What follows belongs to an exercise in optimizing a design on an open flow for small area; a production flow would make more cautious choices.
The RTL was checked by simulation tests, not by an equivalence proof against the original design.

== build 93 ==
// FIR_filter
module FIR_filter(data_in,data_out,reset,CLK,music);
input wire signed [15:0] data_in;
output wire signed [31:0] data_out;
input reset;
input music;
input CLK;
reg [15:0] r0;
reg [15:0] r1;
reg [15:0] r2;
reg [15:0] r3;
reg [15:0] r4;
reg [15:0] r5;
reg [15:0] r6;
reg [15:0] r7;
reg [15:0] r8;
reg [15:0] r9;
reg [15:0] r10;
reg [15:0] r11;
reg [15:0] r12;
reg [15:0] r13;
reg [15:0] r14;
reg [15:0] r15;
reg [15:0] r16;
reg [15:0] r17;
reg [15:0] r18;
always @(posedge CLK or negedge reset)
  if (!reset) begin
    r0 <= 16'd0;
    r1 <= 16'd0;
    r2 <= 16'd0;
    r3 <= 16'd0;
    r4 <= 16'd0;
    r5 <= 16'd0;
    r6 <= 16'd0;
    r7 <= 16'd0;
    r8 <= 16'd0;
    r9 <= 16'd0;
    r10 <= 16'd0;
    r11 <= 16'd0;
    r12 <= 16'd0;
    r13 <= 16'd0;
    r14 <= 16'd0;
    r15 <= 16'd0;
    r16 <= 16'd0;
    r17 <= 16'd0;
    r18 <= 16'd0;
  end else begin
    r0 <= data_in;
    r1 <= r0;
    r2 <= r1;
    r3 <= r2;
    r4 <= r3;
    r5 <= r4;
    r6 <= r5;
    r7 <= r6;
    r8 <= r7;
    r9 <= r8;
    r10 <= r9;
    r11 <= r10;
    r12 <= r11;
    r13 <= r12;
    r14 <= r13;
    r15 <= r14;
    r16 <= r15;
    r17 <= r16;
    r18 <= r17;
  end
wire s1 = r3[0] ^ r18[0];
wire c2 = r3[0] & r18[0];
wire s3 = r3[1] ^ r18[1] ^ c2;
wire c4 = (r3[1] & r18[1]) | (r3[1] & c2) | (r18[1] & c2);
wire s5 = r3[2] ^ r18[2] ^ c4;
wire c6 = (r3[2] & r18[2]) | (r3[2] & c4) | (r18[2] & c4);
wire s7 = r3[3] ^ r18[3] ^ c6;
wire c8 = (r3[3] & r18[3]) | (r3[3] & c6) | (r18[3] & c6);
wire s9 = r3[4] ^ r18[4] ^ c8;
wire c10 = (r3[4] & r18[4]) | (r3[4] & c8) | (r18[4] & c8);
wire s11 = r3[5] ^ r18[5] ^ c10;
wire c12 = (r3[5] & r18[5]) | (r3[5] & c10) | (r18[5] & c10);
wire s13 = r3[6] ^ r18[6] ^ c12;
wire c14 = (r3[6] & r18[6]) | (r3[6] & c12) | (r18[6] & c12);
wire s15 = r3[7] ^ r18[7] ^ c14;
wire c16 = (r3[7] & r18[7]) | (r3[7] & c14) | (r18[7] & c14);
  ...
Settings: LEC_CHECK=0, CAP_MARGIN=20, CORE_MARGIN=2, CORE_UTILIZATION=70, SLEW_MARGIN=20; clock period 8.0 ns.
standard.sh (not shown) runs the stock make flow with config.mk's settings and CLKGATE_MAP_FILE= SYNTH_SCRIPT=/design/flow/synth_recipe.tcl, a recipe that flattens the netlist after the stock synthesis.
==> flow/flow/run.sh <==
#!/bin/bash
# Standard ORFS synthesis, then a netlist pass that re-chooses the polarity
# of the full-adder cells (a full adder is self-dual) to drop the inverters
# Yosys' extract_fa leaves between adders, then the standard layout.
set -euo pipefail
W=$(pwd)
R=$W/orfs/results/$FLOW_PLATFORM/FIR_filter/base
bash standard.sh synth > $W/synth.log 2>&1
cp $R/1_2_yosys.v $W/1_2_yosys.std.v
python3 $W/flow/polar.py $W/1_2_yosys.std.v $W/1_2_yosys.pol.v > $W/polar.log 2>&1
cp $W/1_2_yosys.pol.v $R/1_2_yosys.v
rm -f $R/1_synth.odb $R/1_synth.sdc
export BUFFER_PORTS_ARGS="-buffer_cell sky130_fd_sc_hd__buf_1"
export CTS_ARGS="-sink_clustering_enable -repair_clock_nets -dont_use_dummy_load -buf_list sky130_fd_sc_hd__clkbuf_8 -sink_clustering_size 20 -sink_clustering_max_diameter 70"
bash standard.sh finish > $W/layout.log 2>&1
Other scripts of this flow, unchanged in this note and not shown: flow/flow/polar.py
Having completed the whole flow, build 93 delivered a layout that passed the timing, design-rule and antenna checks.
## Diff of input files: build 91 against build 93
- changing CORE_UTILIZATION from 70 to 65
- setting CTS_BUF_LIST to sky130_fd_sc_hd__clkbuf_8 for the first time
- setting CTS_CLUSTER_SIZE to 18 for the first time
- setting CTS_CLUSTER_DIAMETER to 50 for the first time
-- flow/flow/run.sh --
<<< build 93, line 14
export CTS_ARGS="-sink_clustering_enable -repair_clock_nets -dont_use_dummy_load -buf_list sky130_fd_sc_hd__clkbuf_8 -sink_clustering_size 20 -sink_clustering_max_diameter 70"
>>> build 91, line 14
export CTS_ARGS="-sink_clustering_enable -repair_clock_nets -dont_use_dummy_load -buf_list sky130_fd_sc_hd__clkbuf_8 -sink_clustering_size 18 -sink_clustering_max_diameter 50"
==> comparison <==
Build 91 has met3 capacity usage during global routing above what build 93 had. Re per-cell routed wire length: build 93 was higher than build 91. As far as via count is concerned, build 91 and build 93 perform about the same. Summary of build 91 over build 93: last weighted congestion value of the routability-driven placer went down 0.018, highest attainable clock frequency did not really move.
Here is what was changed in the inputs of build 47 compared with build 91.
-- flow/flow/run.sh --
<<< build 91, line 14
export CTS_ARGS="-sink_clustering_enable -repair_clock_nets -dont_use_dummy_load -buf_list sky130_fd_sc_hd__clkbuf_8 -sink_clustering_size 18 -sink_clustering_max_diameter 50"
>>> build 47, line 14
export CTS_ARGS="-sink_clustering_enable -repair_clock_nets -dont_use_dummy_load -buf_list {sky130_fd_sc_hd__clkbuf_4 sky130_fd_sc_hd__clkbuf_8} -sink_clustering_size 12 -sink_clustering_max_diameter 40"
--- outcome ---
Period utilization: build 47 > build 91. Build 47 vs. build 91: fraction of area in registers went down by 0.17 points. Of build 91 and build 47, the lower global-route wire length before repair belongs to build 91. Re iteration count of the initial detailed-routing pass: build 91 was lower than build 47. Diff build 91 -> build 47: number of nets in the layout shows an increase of 0.40%, fill cell total of the finished layout shows a reduction of 12, clock skew shows a reduction of 0.012 ns. Build 47: clock-buffer cell count about 20% above build 91. Met1 wire length essentially unchanged between build 47 and build 91.
> inputs changed (build 47 -> build 6)
-- flow/flow/run.sh --
<<< build 47, line 14
export CTS_ARGS="-sink_clustering_enable -repair_clock_nets -dont_use_dummy_load -buf_list {sky130_fd_sc_hd__clkbuf_4 sky130_fd_sc_hd__clkbuf_8} -sink_clustering_size 12 -sink_clustering_max_diameter 40"
>>> build 6, line 14
export CTS_ARGS="-sink_clustering_enable -repair_clock_nets -dont_use_dummy_load -buf_list sky130_fd_sc_hd__clkbuf_8 -sink_clustering_size 18 -sink_clustering_max_diameter 80"
### Flow results
- Build 47 and build 6 all finish clean.
- r16[0] as the worst setup path startpoint was reported by build 47, and r5[0] by build 6.
- Worst endpoint required time in build 6 is 0.02 ns higher than in build 47
- From build 47 to build 6 the numbers moved as follows: highest cell delay on the worst timing path saw a decrease, register-to-register setup slack saw little to no change, depth of the CTS H-tree saw a decrease.
- When build 6 is set beside build 47, its post-route standard cell area excluding fillers turns out to be about 1.2% smaller.
- Looking only at cell count, and setting everything else aside, the lower value of build 47 and build 6 goes to build 6.
- Looking only at worst clock skew, and setting everything else aside, the higher value of build 47 and build 6 goes to build 47.
- Between build 47 and build 6, the data arrival time at the worst-slack endpoint is higher for build 6.
- Summary of build 6 over build 47: worst-case setup margin in the final layout neither gained nor lost much; worst hold slack decreased 0.030 ns.


Starting RTL as in the previous note.
clock: 8.0 ns
lec_check: 0
cap_margin: 20
core_margin: 2
core_utilization: 65
cts_buf_list: sky130_fd_sc_hd__clkbuf_8
cts_cluster_diameter: 50
cts_cluster_size: 18
slew_margin: 20
==> flow/flow/run.sh <==
#!/bin/bash
# Standard ORFS synthesis, then a netlist pass that re-chooses the polarity
# of the full-adder cells (a full adder is self-dual) to drop the inverters
# Yosys' extract_fa leaves between adders, then the standard layout.
set -euo pipefail
W=$(pwd)
R=$W/orfs/results/$FLOW_PLATFORM/FIR_filter/base
bash standard.sh synth > $W/synth.log 2>&1
cp $R/1_2_yosys.v $W/1_2_yosys.std.v
python3 $W/flow/polar.py $W/1_2_yosys.std.v $W/1_2_yosys.pol.v > $W/polar.log 2>&1
cp $W/1_2_yosys.pol.v $R/1_2_yosys.v
rm -f $R/1_synth.odb $R/1_synth.sdc
export BUFFER_PORTS_ARGS="-buffer_cell sky130_fd_sc_hd__buf_1"
export CTS_ARGS="-sink_clustering_enable -repair_clock_nets -dont_use_dummy_load -buf_list sky130_fd_sc_hd__clkbuf_16 -sink_clustering_size 30 -sink_clustering_max_diameter 50"
bash standard.sh finish > $W/layout.log 2>&1
Other scripts of this flow, unchanged in this note and not shown: flow/flow/polar.py
The starting point ran to the end with no violations.
Rerun with:
--- a/flow/flow/run.sh
+++ b/flow/flow/run.sh
@@ -13,3 +13,3 @@
 export BUFFER_PORTS_ARGS="-buffer_cell sky130_fd_sc_hd__buf_1"
-export CTS_ARGS="-sink_clustering_enable -repair_clock_nets -dont_use_dummy_load -buf_list sky130_fd_sc_hd__clkbuf_16 -sink_clustering_size 30 -sink_clustering_max_diameter 50"
+export CTS_ARGS="-sink_clustering_enable -repair_clock_nets -dont_use_dummy_load -buf_list sky130_fd_sc_hd__clkbuf_8 -sink_clustering_size 20 -sink_clustering_max_diameter 70"
 bash standard.sh finish > $W/layout.log 2>&1
After rerunning: The changed run finished clean. Global-route usage shrinks by 0.60 points. Worst setup slack improved by 0.016 ns. Critical path depth stays the same. Worst hold slack improved by 0.0080 ns.
Rerun with:
ABC_AREA = 1   (was unset)
CTS_BUF_LIST = unset   (was sky130_fd_sc_hd__clkbuf_8)
CTS_CLUSTER_DIAMETER = unset   (was 50)
CTS_CLUSTER_SIZE = unset   (was 18)
Effect: The new run finished with timing, DRC and antenna clean; worst hold slack loses 0.015 ns; final area is about the same; synthesized cell count went up by 2.4%; synthesized area hardly moves; final cell count went up by 1.5%; non-clock buffer count went down by 2.


Another version of the RTL of FIR_filter (not shown whole).
For scale: ~1400 cells after synthesis, roughly 25000 µm² of cells after synthesis.
Settings: LEC_CHECK=0, CAP_MARGIN=20, CORE_MARGIN=2, CORE_UTILIZATION=40, CTS_BUF_LIST=sky130_fd_sc_hd__clkbuf_16, CTS_CLUSTER_DIAMETER=60, CTS_CLUSTER_SIZE=25, SLEW_MARGIN=20; clock period 8.0 ns.
==> flow/flow/run.sh <==
#!/bin/bash
# Standard ORFS synthesis, then a netlist pass that re-chooses the polarity
# of the full-adder cells (a full adder is self-dual) to drop the inverters
# Yosys' extract_fa leaves between adders, then the standard layout.
set -euo pipefail
W=$(pwd)
R=$W/orfs/results/$FLOW_PLATFORM/FIR_filter/base
bash standard.sh synth > $W/synth.log 2>&1
cp $R/1_2_yosys.v $W/1_2_yosys.std.v
python3 $W/flow/polar.py $W/1_2_yosys.std.v $W/1_2_yosys.pol.v > $W/polar.log 2>&1
cp $W/1_2_yosys.pol.v $R/1_2_yosys.v
rm -f $R/1_synth.odb $R/1_synth.sdc
bash standard.sh finish > $W/layout.log 2>&1
Other scripts of this flow, unchanged in this note and not shown: flow/flow/polar.py
Edit:
--- a/flow/flow/run.sh
+++ b/flow/flow/run.sh
@@ -12,2 +12,4 @@
 rm -f $R/1_synth.odb $R/1_synth.sdc
+export BUFFER_PORTS_ARGS="-buffer_cell sky130_fd_sc_hd__buf_1"
+export CTS_ARGS="-sink_clustering_enable -repair_clock_nets -dont_use_dummy_load -buf_list sky130_fd_sc_hd__clkbuf_8 -sink_clustering_size 18 -sink_clustering_max_diameter 50"
 bash standard.sh finish > $W/layout.log 2>&1
Settings changed: CAP_MARGIN 20 to 5, CORE_UTILIZATION 40 to 65, CTS_BUF_LIST sky130_fd_sc_hd__clkbuf_16 to not set, CTS_CLUSTER_DIAMETER 60 to not set, CTS_CLUSTER_SIZE 25 to not set, SLEW_MARGIN 20 to 5.
Result:
- The new run ran to the end with no violations
- die area fell by 38%
- routed wire length fell by 3.9%
- sequential cell count is unchanged
- via count rose by 0.79%
- maximum frequency fell by 1.6%
- final cell count fell by 15%
Edit:
Settings changed: CAP_MARGIN 5 to 20, CORE_UTILIZATION 65 to 40, CTS_BUF_LIST set to sky130_fd_sc_hd__clkbuf_8, CTS_CLUSTER_DIAMETER set to 50, CTS_CLUSTER_SIZE set to 18, SLEW_MARGIN 5 to 20.
Wire length goes up by 4.7%.
Cell count increases by 17%.
Worst hold slack degrades by 0.026 ns.
Edit:
--- a/flow/flow/run.sh
+++ b/flow/flow/run.sh
@@ -12,4 +12,2 @@
 rm -f $R/1_synth.odb $R/1_synth.sdc
-export BUFFER_PORTS_ARGS="-buffer_cell sky130_fd_sc_hd__buf_1"
-export CTS_ARGS="-sink_clustering_enable -repair_clock_nets -dont_use_dummy_load -buf_list sky130_fd_sc_hd__clkbuf_8 -sink_clustering_size 18 -sink_clustering_max_diameter 50"
 bash standard.sh finish > $W/layout.log 2>&1
Settings changed: CORE_UTILIZATION 40 to 65.
=>
- The new run produced a clean layout
- sequential share of layout area goes down by 0.14 points
- cell count falls by 13%
- synthesized area does not change
- wire length fell by 4.9%
- die area is lower by 38%
- global-route usage climbs by 11 points
- setup slack loses 0.079 ns
- design area increases by 0.43%
- non-clock buffer count drops by 8
- via count goes up by 2.3%
- flip-flop and latch count is unchanged
Edit:
--- a/flow/flow/run.sh
+++ b/flow/flow/run.sh
@@ -12,2 +12,3 @@
 rm -f $R/1_synth.odb $R/1_synth.sdc
+export BUFFER_PORTS_ARGS="-buffer_cell sky130_fd_sc_hd__buf_1"
 bash standard.sh finish > $W/layout.log 2>&1
Settings changed: CORE_UTILIZATION 65 to 40, GPL_TIMING_DRIVEN set to 0.
After rerunning: The changed run finished with timing, DRC and antenna clean. Worst setup slack gets better by 0.036 ns.


FIR_filter, a different RTL version from the one above (not shown whole).
Size in the first run: roughly 1300 cells after synthesis.
clock: 8.0 ns
lec_check: 0
cap_margin: 20
core_margin: 2
core_utilization: 65
cts_buf_list: sky130_fd_sc_hd__clkbuf_8
cts_cluster_diameter: 50
cts_cluster_size: 18
slew_margin: 20
==> flow/flow/run.sh <==
#!/bin/bash
# Standard ORFS synthesis, then a netlist pass that re-chooses the polarity
# of the full-adder cells (a full adder is self-dual) to drop the inverters
# Yosys' extract_fa leaves between adders, then the standard layout.
set -euo pipefail
W=$(pwd)
R=$W/orfs/results/$FLOW_PLATFORM/FIR_filter/base
bash standard.sh synth > $W/synth.log 2>&1
cp $R/1_2_yosys.v $W/1_2_yosys.std.v
python3 $W/flow/polar.py $W/1_2_yosys.std.v $W/1_2_yosys.pol.v > $W/polar.log 2>&1
cp $W/1_2_yosys.pol.v $R/1_2_yosys.v
rm -f $R/1_synth.odb $R/1_synth.sdc
export BUFFER_PORTS_ARGS="-buffer_cell sky130_fd_sc_hd__buf_1"
export CTS_ARGS="-sink_clustering_enable -repair_clock_nets -dont_use_dummy_load -buf_list sky130_fd_sc_hd__clkbuf_8 -sink_clustering_size 18 -sink_clustering_max_diameter 50"
bash standard.sh finish > $W/layout.log 2>&1
Other scripts of this flow, unchanged in this note and not shown: flow/flow/polar.py
Next try:
- CORE_UTILIZATION: 65 -> 40
- CTS_BUF_LIST: sky130_fd_sc_hd__clkbuf_8 -> unset
- CTS_CLUSTER_DIAMETER: 50 -> unset
- CTS_CLUSTER_SIZE: 18 -> unset
Effect: Wire length came out higher by 5.0%; core utilization came out lower by 26 points; sequential cell count does not change; maximum frequency barely changes; final cell count came out higher by 17%; register-to-register slack hardly moves; first-iteration DRC count came out lower by 13%; worst setup slack barely changes; critical path depth came out higher by 1.


RTL: one of the versions met above, not the one the previous note started from.
For scale: roughly 1400 cells after synthesis, about 25000 µm² of cells after synthesis.
Design FIR_filter, start of the top module:
module FIR_filter(data_in,data_out,reset,CLK,music);
input wire signed [15:0] data_in;
output wire signed [31:0] data_out;
input reset;
input music;
input CLK;
reg [15:0] r0;
reg [15:0] r1;
reg [15:0] r2;
reg [15:0] r3;
reg [15:0] r4;
reg [15:0] r5;
reg [15:0] r6;
reg [15:0] r7;
reg [15:0] r8;
reg [15:0] r9;
reg [15:0] r10;
reg [15:0] r11;
reg [15:0] r12;
reg [15:0] r13;
reg [15:0] r14;
reg [15:0] r15;
reg [15:0] r16;
reg [15:0] r17;
reg [15:0] r18;
always @(posedge CLK or negedge reset)
  if (!reset) begin
    r0 <= 16'd0;
    r1 <= 16'd0;
    r2 <= 16'd0;
    r3 <= 16'd0;
    r4 <= 16'd0;
    r5 <= 16'd0;
    r6 <= 16'd0;
    r7 <= 16'd0;
    r8 <= 16'd0;
    r9 <= 16'd0;
    r10 <= 16'd0;
    r11 <= 16'd0;
    r12 <= 16'd0;
    r13 <= 16'd0;
    r14 <= 16'd0;
    r15 <= 16'd0;
    r16 <= 16'd0;
    r17 <= 16'd0;
    r18 <= 16'd0;
  end else begin
    r0 <= data_in;
    r1 <= r0;
    r2 <= r1;
    r3 <= r2;
    r4 <= r3;
    r5 <= r4;
    r6 <= r5;
    r7 <= r6;
    r8 <= r7;
    r9 <= r8;
    r10 <= r9;
    r11 <= r10;
    r12 <= r11;
    r13 <= r12;
    r14 <= r13;
    r15 <= r14;
    r16 <= r15;
    r17 <= r16;
    r18 <= r17;
  end
wire s1 = r3[0] ^ r18[0];
wire c2 = r3[0] & r18[0];
wire s3 = r3[1] ^ r18[1] ^ c2;
wire c4 = (r3[1] & r18[1]) | (r3[1] & c2) | (r18[1] & c2);
wire s5 = r3[2] ^ r18[2] ^ c4;
wire c6 = (r3[2] & r18[2]) | (r3[2] & c4) | (r18[2] & c4);
wire s7 = r3[3] ^ r18[3] ^ c6;
wire c8 = (r3[3] & r18[3]) | (r3[3] & c6) | (r18[3] & c6);
wire s9 = r3[4] ^ r18[4] ^ c8;
wire c10 = (r3[4] & r18[4]) | (r3[4] & c8) | (r18[4] & c8);
wire s11 = r3[5] ^ r18[5] ^ c10;
wire c12 = (r3[5] & r18[5]) | (r3[5] & c10) | (r18[5] & c10);
wire s13 = r3[6] ^ r18[6] ^ c12;
wire c14 = (r3[6] & r18[6]) | (r3[6] & c12) | (r18[6] & c12);
wire s15 = r3[7] ^ r18[7];
wire c16 = r3[7] & r18[7];
wire s17 = r3[8] ^ r18[8] ^ c16;
wire c18 = (r3[8] & r18[8]) | (r3[8] & c16) | (r18[8] & c16);
wire s19 = r3[9] ^ r18[9] ^ c18;
wire c20 = (r3[9] & r18[9]) | (r3[9] & c18) | (r18[9] & c18);
wire s21 = r3[10] ^ r18[10] ^ c20;
  ...
==> flow/config.mk <==
export PLATFORM = sky130hd
export DESIGN_NAME = FIR_filter
export DESIGN_NICKNAME = FIR_filter
export VERILOG_FILES = /design/flow/design.v
export SDC_FILE = /design/flow/constraint.sdc
export NUM_CORES = 4
export LEC_CHECK = 0
export CAP_MARGIN = 20
export CORE_MARGIN = 2
export CORE_UTILIZATION = 40
export CTS_BUF_LIST = sky130_fd_sc_hd__clkbuf_8
export CTS_CLUSTER_DIAMETER = 50
export CTS_CLUSTER_SIZE = 18
export SLEW_MARGIN = 20
==> flow/constraint.sdc <==
create_clock -name core_clock -period 8.0 [get_ports {CLK}]
set_input_delay 1.6000 -clock core_clock [delete_from_list [all_inputs] [get_ports {CLK}]]
set_output_delay 1.6000 -clock core_clock [all_outputs]
set_load 0.01 [all_outputs]
==> flow/flow/run.sh <==
#!/bin/bash
# Standard ORFS synthesis, then a netlist pass that re-chooses the polarity
# of the full-adder cells (a full adder is self-dual) to drop the inverters
# Yosys' extract_fa leaves between adders, then the standard layout.
set -euo pipefail
W=$(pwd)
R=$W/orfs/results/$FLOW_PLATFORM/FIR_filter/base
bash standard.sh synth > $W/synth.log 2>&1
cp $R/1_2_yosys.v $W/1_2_yosys.std.v
python3 $W/flow/polar.py $W/1_2_yosys.std.v $W/1_2_yosys.pol.v > $W/polar.log 2>&1
cp $W/1_2_yosys.pol.v $R/1_2_yosys.v
rm -f $R/1_synth.odb $R/1_synth.sdc
export BUFFER_PORTS_ARGS="-buffer_cell sky130_fd_sc_hd__buf_1"
bash standard.sh finish > $W/layout.log 2>&1
Other scripts of this flow, unchanged in this note and not shown: flow/flow/polar.py
Change:
--- a/flow/flow/run.sh
+++ b/flow/flow/run.sh
@@ -11,4 +11,3 @@
 cp $W/1_2_yosys.pol.v $R/1_2_yosys.v
 rm -f $R/1_synth.odb $R/1_synth.sdc
-export BUFFER_PORTS_ARGS="-buffer_cell sky130_fd_sc_hd__buf_1"
 bash standard.sh finish > $W/layout.log 2>&1
Outcome:
- via count grows by 1.0%
- synthesized area is unchanged
- wire length shrinks by 0.39%
- critical path depth does not change

## afterwards: timing with drivers on the ports
Ports are ideal in the flow. The routed layouts listed here were re-timed in OpenROAD.
Step 1, drivers: a clkbuf_16 drives CLK and a buf_2 each remaining input, both assumed.
Step 2, shift: input delay + t, output delay - t, t = (earliest + latest rising clock arrival at the registers) / 2. This alone moves slack from input paths to output paths.
Slacks: no drivers / after step 1 / after step 2; pairs: no drivers / after step 1.
run	shift t [ns]	setup slack, ns	clock arrival spread, ns	slew at the worst register clock pin (ns)	worst slew at a driven data input, ns
build 93	0.625	0.226 / 0.226 / 0.226	0.057 / 0.057	0.11 / 0.11	0.04
build 91	0.645	0.238 / 0.238 / 0.238	0.068 / 0.068	0.10 / 0.10	0.03
build 47	0.641	0.219 / 0.219 / 0.219	0.075 / 0.075	0.08 / 0.08	0.03
build 6	0.659	0.218 / 0.218 / 0.218	0.049 / 0.049	0.12 / 0.12	0.03
the first run of note 2	0.582	0.196 / 0.196 / 0.196	0.054 / 0.054	0.08 / 0.08	0.03
the second run of note 2	0.653	0.212 / 0.212 / 0.212	0.085 / 0.086	0.12 / 0.12	0.03
the third run of note 2	0.638	0.241 / 0.241 / 0.241	0.096 / 0.096	0.12 / 0.12	0.04
the first run of note 3	0.637	0.276 / 0.276 / 0.276	0.031 / 0.031	0.10 / 0.10	0.05
the second run of note 3	0.688	0.149 / 0.149 / 0.149	0.091 / 0.091	0.11 / 0.11	0.04
the third run of note 3	0.639	0.333 / 0.333 / 0.333	0.087 / 0.087	0.11 / 0.11	0.04
the fourth run of note 3	0.665	0.254 / 0.254 / 0.254	0.035 / 0.035	0.10 / 0.10	0.05
the fifth run of note 3	0.681	0.290 / 0.290 / 0.290	0.059 / 0.059	0.10 / 0.10	0.04
the first run of note 4	0.616	0.211 / 0.211 / 0.211	0.070 / 0.070	0.10 / 0.10	0.04
the second run of note 4	0.639	0.211 / 0.211 / 0.211	0.075 / 0.075	0.10 / 0.10	0.03
the first run of note 5	0.658	0.391 / 0.391 / 0.391	0.032 / 0.032	0.11 / 0.11	0.04
the second run of note 5	0.664	0.283 / 0.283 / 0.283	0.032 / 0.032	0.10 / 0.10	0.05
After both steps every run listed still meets setup and hold.
